From an optimization exercise on the open Yosys and OpenROAD flow, aimed at small area, a short achievable clock period and few clock cycles; shortcuts taken in it are not production practice.
Where RTL was checked, it was by simulation tests only, not by an equivalence proof against the original.

==> trial 41 <==
// HT_TOP
module HT_TOP(
    clk,
    rst_n,
    in_valid,
    in_weight,
    out_mode,
    out_valid,
    out_code
);
==> module HT_TOP, before the edit <==
module HT_TOP(
    clk,
    rst_n,
    in_valid,
    in_weight,
    out_mode,
    out_valid,
    out_code
);
input clk, rst_n, in_valid, out_mode;
input [2:0] in_weight;
output reg out_valid, out_code;
reg        vr, merge, sending;
reg  [2:0] cnt;
reg  [2:0] cur;
reg        mode;
reg  [2:0] xr;
reg  [4:0] lw [0:6];
reg  [2:0] lw7;       
reg  [2:0] ptr [0:4];
reg  [7:0] code [0:4];
integer j, t;
wire fill7 = merge & (cnt != 3'd0);
function lt5;
    input [4:0] a, nb;
    integer k;
    reg c;
    begin
        c = 1'b1;
        for (k = 0; k < 5; k = k + 1)
            c = (a[k] & nb[k]) | (a[k] & c) | (nb[k] & c);
        lt5 = ~c;
    end
endfunction
wire [4:0] sum = lw[0] + lw[1];
wire [4:0] val = merge ? sum : {2'b00, xr};
reg  [9:0] lt;
reg  [4:0] lwx [0:9];
always @(*) begin
    for (j = 0; j < 7; j = j + 1) lwx[j] = lw[j];
    lwx[7] = {fill7, fill7, lw7 | {3{fill7}}};    
    lwx[8] = 5'd31;
    lwx[9] = 5'd31;
    lt[8] = 1'b0;
    lt[9] = 1'b0;
    for (j = 0; j < 8; j = j + 1)
        lt[j] = lt5(lwx[j], ~val) | (!merge & (cnt < 8 - j));
    if (merge) lt[1] = 1'b1;
end
reg [2:0] ins;
always @(*) begin
    ins = 3'd0;
    for (j = 0; j < 8; j = j + 1)
        if (merge) begin
            if (lt[j+1] & !lt[j+2]) ins = j;
        end else begin
            if (lt[j] & !lt[j+1]) ins = j;
        end
end
reg [2:0] leaf [0:4];
always @(*) begin
    leaf[0] = 3'd4;                    
    leaf[1] = mode ? 3'd2 : 3'd5;      
    leaf[2] = mode ? 3'd5 : 3'd6;      
    leaf[3] = mode ? 3'd0 : 3'd7;      
    leaf[4] = mode ? 3'd1 : 3'd3;      
end
wire first = merge & (cnt == 3'd5);    
wire root = merge & (cnt == 3'd6);
wire empty = (code[0][6:0] == 7'd1);
wire [7:0] src = empty ? code[1] : {1'b0, code[0][6:0]};
wire fin = (src[7:1] == 7'd1) & ((cur + {2'b00, empty}) == 3'd4);
always @(posedge clk) begin
    if (in_valid & !vr) mode <= out_mode;
    if (root) cur <= 3'd0;
    else if (sending) cur <= cur + {2'b00, empty};
    xr <= in_weight;
    for (j = 0; j < 7; j = j + 1)
        if (merge | lt[j])
            lw[j] <= ({5{merge & lt[j+2]}} & lwx[j+2])
                   | ({5{merge ? (lt[j+1] & ~lt[j+2]) : (lt[j] & ~lt[j+1])}} & val)
                   | ({5{merge ^ lt[j+1]}} & lwx[j+1]);
    if (!merge & lt[7]) lw7 <= xr;
    for (t = 0; t < 5; t = t + 1)
        if (merge ? (ptr[t][2:1] == 2'b00) : (leaf[t] == cnt))
            ptr[t] <= ins;
        else
            ptr[t] <= lt[ptr[t]] ? (ptr[t] - {merge, !merge}) : (ptr[t] - {2'b00, merge});
    for (t = 0; t < 5; t = t + 1)
        if (vr)
            code[t] <= {code[t][6:0], cnt == 3'd7};
        else if (merge & (ptr[t][2:1] == 2'b00) & !(root & ((t == 0) | ((t == 1) & empty))))
            code[t] <= {code[t][6:0], ~ptr[t][0]};
    if (sending | (root & !empty))
        code[0] <= {1'b0, src[7:1]};
    if (sending) begin
        if (empty) begin
            code[1] <= code[2];
            code[2] <= code[3];
            code[3] <= code[4];
        end
    end
end
always @(posedge clk or negedge rst_n) begin
    if (!rst_n) begin
        vr <= 1'b0;
        merge <= 1'b0;
        sending <= 1'b0;
        cnt <= 3'd0;
        out_valid <= 1'b0;
        out_code <= 1'b0;
    end else begin
        vr <= in_valid;
        if (vr) begin
            cnt <= cnt + 3'd1;
            if (cnt == 3'd7) merge <= 1'b1;
        end else if (merge) begin
            cnt <= cnt + 3'd1;
            if (first) begin
                out_valid <= 1'b1;
                out_code <= lt[2] ^ (ptr[0][2:1] == 2'b00);
            end
            if (root) begin
                merge <= 1'b0;
                sending <= 1'b1;
                out_code <= empty ? ~ptr[1][0] : code[0][0];
                cnt <= 3'd0;
            end
        end else if (sending) begin
            out_code <= src[0];
            if (fin) sending <= 1'b0;
        end else begin
            out_valid <= 1'b0;
            out_code <= 1'b0;
        end
    end
end
endmodule
Settings: LEC_CHECK=0, CAP_MARGIN=20, CORE_MARGIN=2, CORE_UTILIZATION=40, CTS_BUF_LIST=sky130_fd_sc_hd__clkbuf_8, SLEW_MARGIN=20; clock period 17.0 ns.
standard.sh (not shown) runs the stock make flow with config.mk's settings and CLKGATE_MAP_FILE= SYNTH_SCRIPT=/design/flow/synth_recipe.tcl, a recipe that flattens the netlist after the stock synthesis.
==> flow/flow/run.sh <==
#!/bin/bash
# Layout with ORFS's own scripts. Two changes from the standard layout:
#  - synthesis is the standard one except that ABC maps the logic for area
#    (flip-flops are mapped before ABC, so registers are unchanged);
#  - repair_timing aims for a larger setup margin (MARGIN ns) than the
#    standard flow settings allow. Constraints are unchanged.
set -euo pipefail
MARGIN=${MARGIN:-12.6}
HERE=$(pwd)
printf 'strash\ndch\nmap -a\nstrash\ndch\nmap -a\n' > "$HERE/area.abc"
cat > "$HERE/area_synth.tcl" <<'TCL'
proc abc {args} {
  set i [lsearch -exact $args -script]
  if {$i >= 0} {
    set args [lreplace $args [expr {$i + 1}] [expr {$i + 1}] $::env(AREA_ABC_SCRIPT)]
  }
  yosys abc {*}$args
}
TCL
cat synth_recipe.tcl >> "$HERE/area_synth.tcl"
export AREA_ABC_SCRIPT="$HERE/area.abc"
bash standard.sh SYNTH_SCRIPT="$HERE/area_synth.tcl" SETUP_SLACK_MARGIN="$MARGIN" finish > standard_flow.log 2>&1
==> inputs of trial 8, as changes to trial 41 <==
--- a/flow/design.v
+++ b/flow/design.v
@@ -258,19 +258,19 @@
 reg  [2:0] xr;
 reg  [4:0] lw [0:6];
 reg  [2:0] lw7;       
+reg        fill7;     
 reg  [2:0] ptr [0:4];
 reg  [7:0] code [0:4];
 integer j, t;
-wire fill7 = merge & (cnt != 3'd0);
 function lt5;
-    input [4:0] a, nb;
+    input [4:0] a, b;
     integer k;
     reg c;
     begin
-        c = 1'b1;
+        c = 1'b0;
         for (k = 0; k < 5; k = k + 1)
-            c = (a[k] & nb[k]) | (a[k] & c) | (nb[k] & c);
-        lt5 = ~c;
+            c = (~a[k] & b[k]) | (~a[k] & c) | (b[k] & c);
+        lt5 = c;
     end
 endfunction
 wire [4:0] sum = lw[0] + lw[1];
@@ -279,13 +279,13 @@
 reg  [4:0] lwx [0:9];
 always @(*) begin
     for (j = 0; j < 7; j = j + 1) lwx[j] = lw[j];
-    lwx[7] = {fill7, fill7, lw7 | {3{fill7}}};    
+    lwx[7] = {fill7, fill7, lw7 | {3{fill7}}};
     lwx[8] = 5'd31;
     lwx[9] = 5'd31;
     lt[8] = 1'b0;
     lt[9] = 1'b0;
     for (j = 0; j < 8; j = j + 1)
-        lt[j] = lt5(lwx[j], ~val) | (!merge & (cnt < 8 - j));
+        lt[j] = lt5(lwx[j], val) | (!merge & (cnt < 8 - j));
     if (merge) lt[1] = 1'b1;
 end
 reg [2:0] ins;
@@ -306,10 +306,9 @@
     leaf[3] = mode ? 3'd0 : 3'd7;      
     leaf[4] = mode ? 3'd1 : 3'd3;      
 end
-wire first = merge & (cnt == 3'd5);    
 wire root = merge & (cnt == 3'd6);
-wire empty = (code[0][6:0] == 7'd1);
-wire [7:0] src = empty ? code[1] : {1'b0, code[0][6:0]};
+wire empty = (code[0] == 8'd1);
+wire [7:0] src = empty ? code[1] : code[0];
 wire fin = (src[7:1] == 7'd1) & ((cur + {2'b00, empty}) == 3'd4);
 always @(posedge clk) begin
     if (in_valid & !vr) mode <= out_mode;
@@ -317,24 +316,24 @@
     else if (sending) cur <= cur + {2'b00, empty};
     xr <= in_weight;
     for (j = 0; j < 7; j = j + 1)
-        if (merge | lt[j])
-            lw[j] <= ({5{merge & lt[j+2]}} & lwx[j+2])
-                   | ({5{merge ? (lt[j+1] & ~lt[j+2]) : (lt[j] & ~lt[j+1])}} & val)
-                   | ({5{merge ^ lt[j+1]}} & lwx[j+1]);
+        if (merge)
+            lw[j] <= lt[j+2] ? lwx[j+2] : (lt[j+1] ? sum : lwx[j+1]);
+        else
+            lw[j] <= lt[j+1] ? lwx[j+1] : (lt[j] ? val : lwx[j]);
+    fill7 <= merge;
     if (!merge & lt[7]) lw7 <= xr;
     for (t = 0; t < 5; t = t + 1)
         if (merge ? (ptr[t][2:1] == 2'b00) : (leaf[t] == cnt))
             ptr[t] <= ins;
         else
-            ptr[t] <= lt[ptr[t]] ? (ptr[t] - {merge, !merge}) : (ptr[t] - {2'b00, merge});
+            ptr[t] <= ptr[t] - {1'b0, merge & lt[ptr[t]], merge ^ lt[ptr[t]]};
     for (t = 0; t < 5; t = t + 1)
         if (vr)
             code[t] <= {code[t][6:0], cnt == 3'd7};
-        else if (merge & (ptr[t][2:1] == 2'b00) & !(root & ((t == 0) | ((t == 1) & empty))))
+        else if (merge & (ptr[t][2:1] == 2'b00) & !(root & (t == 0)))
             code[t] <= {code[t][6:0], ~ptr[t][0]};
-    if (sending | (root & !empty))
-        code[0] <= {1'b0, src[7:1]};
     if (sending) begin
+        code[0] <= {1'b0, src[7:1]};
         if (empty) begin
             code[1] <= code[2];
             code[2] <= code[3];
@@ -357,14 +356,11 @@
             if (cnt == 3'd7) merge <= 1'b1;
         end else if (merge) begin
             cnt <= cnt + 3'd1;
-            if (first) begin
-                out_valid <= 1'b1;
-                out_code <= lt[2] ^ (ptr[0][2:1] == 2'b00);
-            end
             if (root) begin
                 merge <= 1'b0;
                 sending <= 1'b1;
-                out_code <= empty ? ~ptr[1][0] : code[0][0];
+                out_valid <= 1'b1;
+                out_code <= ~ptr[0][0];
                 cnt <= 3'd0;
             end
         end else if (sending) begin
--- a/flow/config.mk
+++ b/flow/config.mk
@@ -7,6 +7,6 @@
 export LEC_CHECK = 0
 export CAP_MARGIN = 20
 export CORE_MARGIN = 2
-export CORE_UTILIZATION = 40
-export CTS_BUF_LIST = sky130_fd_sc_hd__clkbuf_8
+export CORE_UTILIZATION = 65
+export CTS_BUF_LIST = sky130_fd_sc_hd__clkbuf_4 sky130_fd_sc_hd__clkbuf_8
 export SLEW_MARGIN = 20
==> inputs of build 78, as changes to trial 41 <==
--- a/flow/design.v
+++ b/flow/design.v
@@ -256,21 +256,19 @@
 reg  [2:0] cur;
 reg        mode;
 reg  [2:0] xr;
-reg  [4:0] lw [0:6];
-reg  [2:0] lw7;       
+reg  [4:0] lw [0:7];
 reg  [2:0] ptr [0:4];
 reg  [7:0] code [0:4];
 integer j, t;
-wire fill7 = merge & (cnt != 3'd0);
 function lt5;
-    input [4:0] a, nb;
+    input [4:0] a, b;
     integer k;
     reg c;
     begin
-        c = 1'b1;
+        c = 1'b0;
         for (k = 0; k < 5; k = k + 1)
-            c = (a[k] & nb[k]) | (a[k] & c) | (nb[k] & c);
-        lt5 = ~c;
+            c = (~a[k] & b[k]) | (~a[k] & c) | (b[k] & c);
+        lt5 = c;
     end
 endfunction
 wire [4:0] sum = lw[0] + lw[1];
@@ -278,14 +276,13 @@
 reg  [9:0] lt;
 reg  [4:0] lwx [0:9];
 always @(*) begin
-    for (j = 0; j < 7; j = j + 1) lwx[j] = lw[j];
-    lwx[7] = {fill7, fill7, lw7 | {3{fill7}}};    
+    for (j = 0; j < 8; j = j + 1) lwx[j] = lw[j];
     lwx[8] = 5'd31;
     lwx[9] = 5'd31;
     lt[8] = 1'b0;
     lt[9] = 1'b0;
     for (j = 0; j < 8; j = j + 1)
-        lt[j] = lt5(lwx[j], ~val) | (!merge & (cnt < 8 - j));
+        lt[j] = lt5(lw[j], val) | (!merge & (cnt < 8 - j));
     if (merge) lt[1] = 1'b1;
 end
 reg [2:0] ins;
@@ -306,35 +303,30 @@
     leaf[3] = mode ? 3'd0 : 3'd7;      
     leaf[4] = mode ? 3'd1 : 3'd3;      
 end
-wire first = merge & (cnt == 3'd5);    
 wire root = merge & (cnt == 3'd6);
-wire empty = (code[0][6:0] == 7'd1);
-wire [7:0] src = empty ? code[1] : {1'b0, code[0][6:0]};
+wire empty = (code[0] == 8'd1);
+wire [7:0] src = empty ? code[1] : code[0];
 wire fin = (src[7:1] == 7'd1) & ((cur + {2'b00, empty}) == 3'd4);
 always @(posedge clk) begin
     if (in_valid & !vr) mode <= out_mode;
-    if (root) cur <= 3'd0;
-    else if (sending) cur <= cur + {2'b00, empty};
     xr <= in_weight;
-    for (j = 0; j < 7; j = j + 1)
-        if (merge | lt[j])
-            lw[j] <= ({5{merge & lt[j+2]}} & lwx[j+2])
-                   | ({5{merge ? (lt[j+1] & ~lt[j+2]) : (lt[j] & ~lt[j+1])}} & val)
-                   | ({5{merge ^ lt[j+1]}} & lwx[j+1]);
-    if (!merge & lt[7]) lw7 <= xr;
+    for (j = 0; j < 8; j = j + 1)
+        if (merge)
+            lw[j] <= lt[j+2] ? lwx[j+2] : (lt[j+1] ? sum : lwx[j+1]);
+        else
+            lw[j] <= lt[j+1] ? lwx[j+1] : (lt[j] ? val : lwx[j]);
     for (t = 0; t < 5; t = t + 1)
         if (merge ? (ptr[t][2:1] == 2'b00) : (leaf[t] == cnt))
             ptr[t] <= ins;
         else
-            ptr[t] <= lt[ptr[t]] ? (ptr[t] - {merge, !merge}) : (ptr[t] - {2'b00, merge});
+            ptr[t] <= ptr[t] - {1'b0, merge & lt[ptr[t]], merge ^ lt[ptr[t]]};
     for (t = 0; t < 5; t = t + 1)
         if (vr)
             code[t] <= {code[t][6:0], cnt == 3'd7};
-        else if (merge & (ptr[t][2:1] == 2'b00) & !(root & ((t == 0) | ((t == 1) & empty))))
+        else if (merge & (ptr[t][2:1] == 2'b00) & !(root & (t == 0)))
             code[t] <= {code[t][6:0], ~ptr[t][0]};
-    if (sending | (root & !empty))
-        code[0] <= {1'b0, src[7:1]};
     if (sending) begin
+        code[0] <= {1'b0, src[7:1]};
         if (empty) begin
             code[1] <= code[2];
             code[2] <= code[3];
@@ -348,6 +340,7 @@
         merge <= 1'b0;
         sending <= 1'b0;
         cnt <= 3'd0;
+        cur <= 3'd0;
         out_valid <= 1'b0;
         out_code <= 1'b0;
     end else begin
@@ -357,18 +350,17 @@
             if (cnt == 3'd7) merge <= 1'b1;
         end else if (merge) begin
             cnt <= cnt + 3'd1;
-            if (first) begin
-                out_valid <= 1'b1;
-                out_code <= lt[2] ^ (ptr[0][2:1] == 2'b00);
-            end
             if (root) begin
                 merge <= 1'b0;
                 sending <= 1'b1;
-                out_code <= empty ? ~ptr[1][0] : code[0][0];
+                out_valid <= 1'b1;
+                out_code <= ~ptr[0][0];
+                cur <= 3'd0;
                 cnt <= 3'd0;
             end
         end else if (sending) begin
             out_code <= src[0];
+            cur <= cur + {2'b00, empty};
             if (fin) sending <= 1'b0;
         end else begin
             out_valid <= 1'b0;
--- a/flow/config.mk
+++ b/flow/config.mk
@@ -8,5 +8,4 @@
 export CAP_MARGIN = 20
 export CORE_MARGIN = 2
 export CORE_UTILIZATION = 40
-export CTS_BUF_LIST = sky130_fd_sc_hd__clkbuf_8
 export SLEW_MARGIN = 20
==> inputs of trial 4, as changes to trial 41 <==
--- a/flow/design.v
+++ b/flow/design.v
@@ -258,19 +258,19 @@
 reg  [2:0] xr;
 reg  [4:0] lw [0:6];
 reg  [2:0] lw7;       
+reg        fill7;     
 reg  [2:0] ptr [0:4];
 reg  [7:0] code [0:4];
 integer j, t;
-wire fill7 = merge & (cnt != 3'd0);
 function lt5;
-    input [4:0] a, nb;
+    input [4:0] a, b;
     integer k;
     reg c;
     begin
-        c = 1'b1;
+        c = 1'b0;
         for (k = 0; k < 5; k = k + 1)
-            c = (a[k] & nb[k]) | (a[k] & c) | (nb[k] & c);
-        lt5 = ~c;
+            c = (~a[k] & b[k]) | (~a[k] & c) | (b[k] & c);
+        lt5 = c;
     end
 endfunction
 wire [4:0] sum = lw[0] + lw[1];
@@ -279,13 +279,13 @@
 reg  [4:0] lwx [0:9];
 always @(*) begin
     for (j = 0; j < 7; j = j + 1) lwx[j] = lw[j];
-    lwx[7] = {fill7, fill7, lw7 | {3{fill7}}};    
+    lwx[7] = {fill7, fill7, lw7 | {3{fill7}}};
     lwx[8] = 5'd31;
     lwx[9] = 5'd31;
     lt[8] = 1'b0;
     lt[9] = 1'b0;
     for (j = 0; j < 8; j = j + 1)
-        lt[j] = lt5(lwx[j], ~val) | (!merge & (cnt < 8 - j));
+        lt[j] = lt5(lwx[j], val) | (!merge & (cnt < 8 - j));
     if (merge) lt[1] = 1'b1;
 end
 reg [2:0] ins;
@@ -308,8 +308,8 @@
 end
 wire first = merge & (cnt == 3'd5);    
 wire root = merge & (cnt == 3'd6);
-wire empty = (code[0][6:0] == 7'd1);
-wire [7:0] src = empty ? code[1] : {1'b0, code[0][6:0]};
+wire empty = (code[0] == 8'd1);
+wire [7:0] src = empty ? code[1] : code[0];
 wire fin = (src[7:1] == 7'd1) & ((cur + {2'b00, empty}) == 3'd4);
 always @(posedge clk) begin
     if (in_valid & !vr) mode <= out_mode;
@@ -317,16 +317,17 @@
     else if (sending) cur <= cur + {2'b00, empty};
     xr <= in_weight;
     for (j = 0; j < 7; j = j + 1)
-        if (merge | lt[j])
-            lw[j] <= ({5{merge & lt[j+2]}} & lwx[j+2])
-                   | ({5{merge ? (lt[j+1] & ~lt[j+2]) : (lt[j] & ~lt[j+1])}} & val)
-                   | ({5{merge ^ lt[j+1]}} & lwx[j+1]);
+        if (merge)
+            lw[j] <= lt[j+2] ? lwx[j+2] : (lt[j+1] ? sum : lwx[j+1]);
+        else
+            lw[j] <= lt[j+1] ? lwx[j+1] : (lt[j] ? val : lwx[j]);
+    fill7 <= merge;
     if (!merge & lt[7]) lw7 <= xr;
     for (t = 0; t < 5; t = t + 1)
         if (merge ? (ptr[t][2:1] == 2'b00) : (leaf[t] == cnt))
             ptr[t] <= ins;
         else
-            ptr[t] <= lt[ptr[t]] ? (ptr[t] - {merge, !merge}) : (ptr[t] - {2'b00, merge});
+            ptr[t] <= ptr[t] - {1'b0, merge & lt[ptr[t]], merge ^ lt[ptr[t]]};
     for (t = 0; t < 5; t = t + 1)
         if (vr)
             code[t] <= {code[t][6:0], cnt == 3'd7};
--- a/flow/config.mk
+++ b/flow/config.mk
@@ -7,6 +7,5 @@
 export LEC_CHECK = 0
 export CAP_MARGIN = 20
 export CORE_MARGIN = 2
-export CORE_UTILIZATION = 40
-export CTS_BUF_LIST = sky130_fd_sc_hd__clkbuf_8
+export CORE_UTILIZATION = 60
 export SLEW_MARGIN = 20
==> flow_metrics.py <==
metrics = {
    "status": {
        "status": "timing/DRC/antenna clean",
    },
    "grt": {
        "grt_use_met2_pct": 50.5,
    },
    "sta": {
        "fin_crit_ns": 4.32,
    },
}
That was trial 8.
==> flow_metrics.py <==
metrics = {
    "status": {
        "status": "timing/DRC/antenna clean",
    },
    "grt": {
        "grt_use_met2_pct": 28.6,
    },
    "cells_and_area": {
        "n_clock_buffer": 10,
    },
    "synth": {
        "synth-compound-area-share_pct": 24.4,
    },
    "clock_tree": {
        "cts_buffers": 9,
        "clk_pin_slew_ns": 0.10,
    },
    "sta": {
        "fin_crit_ns": 4.32,
    },
}
That was trial 41.
==> flow_metrics.py <==
metrics = {
    "sta": {
        "fin_crit_ns": 4.32,
    },
    "synth": {
        "ys_async_sr_fraction_pct": 10.0,
    },
    "status": {
        "status": "timing/DRC/antenna clean",
    },
    "worst_setup_path": {
        "path_class": "register to output pin",
    },
    "floorplanning": {
        "rows": 45,
    },
}
That was build 78.
==> flow_metrics.py <==
metrics = {
    "sta": {
        "fin_crit_ns": 4.34,
    },
    "route": {
        "wl_met3_um": 1540,
    },
    "status": {
        "status": "timing/DRC/antenna clean",
    },
    "floorplanning": {
        "die-area_um2": 11300,
    },
    "grt": {
        "antenna_found_initial": 0,
        "grt_use_met2_pct": 46.2,
    },
}
That was trial 4.
Testbench counts of trial 4, summed over its fixed seeds: cycles 31,181.
For trial 41, trial 8 and build 78, only the layout was checked, not whether the RTL still works.

-- static timing again, ports no longer ideal --
The results above use ideal ports. As a check the final layouts listed here were re-extracted and re-timed, cells and wires unchanged. Step 1 (the two cells are an assumption about what drives the block):
set clk [get_ports {clk}]
set_driving_cell -lib_cell sky130_fd_sc_hd__clkbuf_16 $clk
set_driving_cell -lib_cell sky130_fd_sc_hd__buf_2 [delete_from_list [all_inputs] $clk]
Step 2 times the ports against the registers' clock, not the clock port: input delays grow and output delays shrink by t, the midpoint of the rising clock arrivals with the driver on. Three values: no drivers, after step 1, after step 2; two values: the first two.
| run | shift t [ns] | slack for setup (ns) | worst hold slack (ns) | worst register clock-pin slew, ns | pins driven straight from the clock port |
|---|---|---|---|---|---|
| trial 41 | 0.438 | 12.678 / 12.641 / 12.617 | 0.456 / 0.456 / 0.456 | 0.10 / 0.10 | 1 |
| trial 8 | 0.414 | 12.682 / 12.647 / 12.651 | 0.466 / 0.466 / 0.466 | 0.11 / 0.11 | 1 |
| build 78 | 0.408 | 12.678 / 12.637 / 12.650 | 0.454 / 0.454 / 0.454 | 0.08 / 0.08 | 1 |
| trial 4 | 0.427 | 12.658 / 12.622 / 12.646 | 0.468 / 0.468 / 0.468 | 0.12 / 0.12 | 1 |
After both steps every run listed still meets setup and hold. The setup slack of trial 41, which loses most, moves by -0.037 ns with the drivers and by -0.061 ns with both steps.
